Background: an optimization exercise with open tools, aiming at small area. Do not read the settings as production practice. The RTL was checked by simulation tests, not by an equivalence proof against the original design.

## MIPS_CP1_13
module MIPS_CP1_13(
  input clk,
        rst,
  output [7:0]  imem_addr,
  input  [31:0] imem_rdata,
  output        dmem_re,
  output        dmem_we,
  output [31:0] dmem_addr,
  output [31:0] dmem_wdata,
  input  [31:0] dmem_rdata
);
reg  [7:0]  pc;
reg  [31:0] fd_instr;
reg         fd_at_pc;
reg         dx_rtype, dx_beq, dx_alusrc, dx_regw, dx_read, dx_write, dx_jmp, dx_fpw;
reg  [4:0]  dx_rs, dx_rt, dx_rd, dx_fd;
reg  [31:0] dx_a, dx_b;
reg  [15:0] dx_imm;
reg  [7:0]  dx_target;
reg         xm_regw, xm_read, xm_write, xm_fpw, xm_jmp, xm_brt;
reg  [4:0]  xm_dst, xm_fd;
reg  [31:0] xm_addr, xm_sdata;
reg  [7:0]  xm_target;
reg         mw_regw, mw_fpw;
reg  [4:0]  mw_dst, mw_fd;
reg  [31:0] mw_val;
wire bubble = xm_jmp | xm_brt;
wire [5:0] op = fd_instr[31:26];
wire is_r    = (op == 6'h00);
wire is_j    = (op == 6'h02);
wire is_beq  = (op == 6'h04);
wire is_addi = (op == 6'h08);
wire is_adds = (op == 6'h11);
wire is_lw   = (op == 6'h23);
wire is_sw   = (op == 6'h2b);
wire is_lwc1 = (op == 6'h31);
wire is_swc1 = (op == 6'h39);
wire [4:0] f_rs = fd_instr[25:21];
wire [4:0] f_rt = fd_instr[20:16];
wire [4:0] f_rd = fd_instr[15:11];
wire [4:0] f_sh = fd_instr[10:6];
wire use_rs = is_r | is_addi | is_beq | is_lw | is_sw | is_lwc1 | is_swc1;
wire use_rt = is_r | is_beq | is_sw;
wire [4:0] d_rs = use_rs ? f_rs : 5'd0;
wire [4:0] d_rt = use_rt ? f_rt : 5'd0;
wire [4:0] d_rd = is_r ? f_rd : (is_addi | is_lw) ? f_rt : 5'd0;
wire [4:0] d_fd = is_lwc1 ? f_rt : is_adds ? f_sh : 5'd0;
wire [4:0] d_fs = is_adds ? f_rd : 5'd0;
wire [4:0] d_ft = (is_adds | is_swc1) ? f_rt : 5'd0;
wire load_use = (xm_dst != 5'd0) & xm_read & ((xm_dst == dx_rs) | (xm_dst == dx_rt));
wire st_c = (dx_fd != 5'd0) & ((dx_fd == d_fs) | (dx_fd == d_ft));
wire st_o = (xm_fd != 5'd0) & ((xm_fd == d_fs) | (xm_fd == d_ft));
wire st_a = (mw_fd != 5'd0) & ((mw_fd == d_fs) | (mw_fd == d_ft));
wire stall = load_use | st_c | st_o | st_a;
assign imem_addr = pc;
always @(posedge clk) begin
  ...
==> flow/config.mk <==
export PLATFORM = sky130hd
export DESIGN_NAME = MIPS_CP1_13
export DESIGN_NICKNAME = MIPS_CP1_13
export VERILOG_FILES = /design/flow/design.v
export SDC_FILE = /design/flow/constraint.sdc
export NUM_CORES = 4
export LEC_CHECK = 0
export CAP_MARGIN = 20
export CELL_PAD_IN_SITES_DETAIL_PLACEMENT = 1
export CELL_PAD_IN_SITES_GLOBAL_PLACEMENT = 1
export CORE_MARGIN = 2
export CORE_UTILIZATION = 45
export CTS_BUF_LIST = sky130_fd_sc_hd__clkbuf_8
export CTS_CLUSTER_DIAMETER = 80
export CTS_CLUSTER_SIZE = 15
export PLACE_DENSITY = 0.55
export SLEW_MARGIN = 20
export SYNTH_HIERARCHICAL = 1
export SYNTH_MINIMUM_KEEP_SIZE = 0
==> flow/constraint.sdc <==
create_clock -name core_clock -period 10.0 [get_ports {clk}]
set_input_delay 2.0000 -clock core_clock [delete_from_list [all_inputs] [get_ports {clk}]]
set_output_delay 2.0000 -clock core_clock [all_outputs]
set_load 0.01 [all_outputs]
standard.sh (not shown) runs the stock make flow with config.mk's settings and CLKGATE_MAP_FILE= SYNTH_SCRIPT=/design/flow/synth_recipe.tcl, a recipe that flattens the netlist after the stock synthesis.
==> flow/flow/run.sh <==
#!/bin/bash
# Layout flow: the standard ORFS flow (standard.sh, unchanged synthesis,
# floorplan, power grid, placement, routing), with two placement/CTS options:
#  - port buffers use the smallest buffer cell (sky130_fd_sc_hd__buf_1)
#  - clock tree synthesis without dummy balancing loads, with the same
#    sink clustering as config.mk asks for
# The full make/ORFS output goes to flow_standard.log in the work folder;
# ORFS's per-step logs stay under orfs/logs/.
set -euo pipefail
LOG="$PWD/flow_standard.log"
if ! bash standard.sh \
    "BUFFER_PORTS_ARGS=-buffer_cell sky130_fd_sc_hd__buf_1" \
    "CTS_ARGS=-sink_clustering_enable -repair_clock_nets -dont_use_dummy_load -sink_clustering_size 15 -sink_clustering_max_diameter 80 -buf_list {sky130_fd_sc_hd__clkbuf_8}" \
    finish > "$LOG" 2>&1; then
  tail -50 "$LOG"
  exit 1
fi
tail -5 "$LOG"
The starting point produced a clean layout.
Then changed:
CORE_UTILIZATION = 35   (was 45)
PLACE_DENSITY = 0.5   (was 0.55)
Result: The changed run passed the timing, DRC and antenna checks; worst hold slack is worse by 0.0066 ns; die area came out higher by 28%; register-to-register slack is better by 0.07 ns; sequential share of layout area came out lower by 0.62 points; worst setup slack is better by 0.066 ns; design area came out higher by 1.0%; synthesized area is unchanged.

[what the ideal ports hide]
The results above use ideal ports. As a check the final layouts listed here were re-extracted and re-timed, cells and wires unchanged.
Step 1, drivers: a clkbuf_16 drives clk and a buf_2 each remaining input, both assumed.
Step 2, shift: input delay + t, output delay - t, t = (earliest + latest rising clock arrival at the registers) / 2. This alone moves slack from input paths to output paths.
Three values: no drivers, after step 1, after step 2; two values: the first two.
run | t, ns | setup WS [ns] | worst setup path after step 2 | cell pins on the clock port's net
the first run | 1.075 | 1.529 / 1.529 / 1.529 | register to register | 1
the second run | 1.131 | 1.595 / 1.595 / 1.595 | register to register | 1
After both steps setup and hold are still met in every run listed.
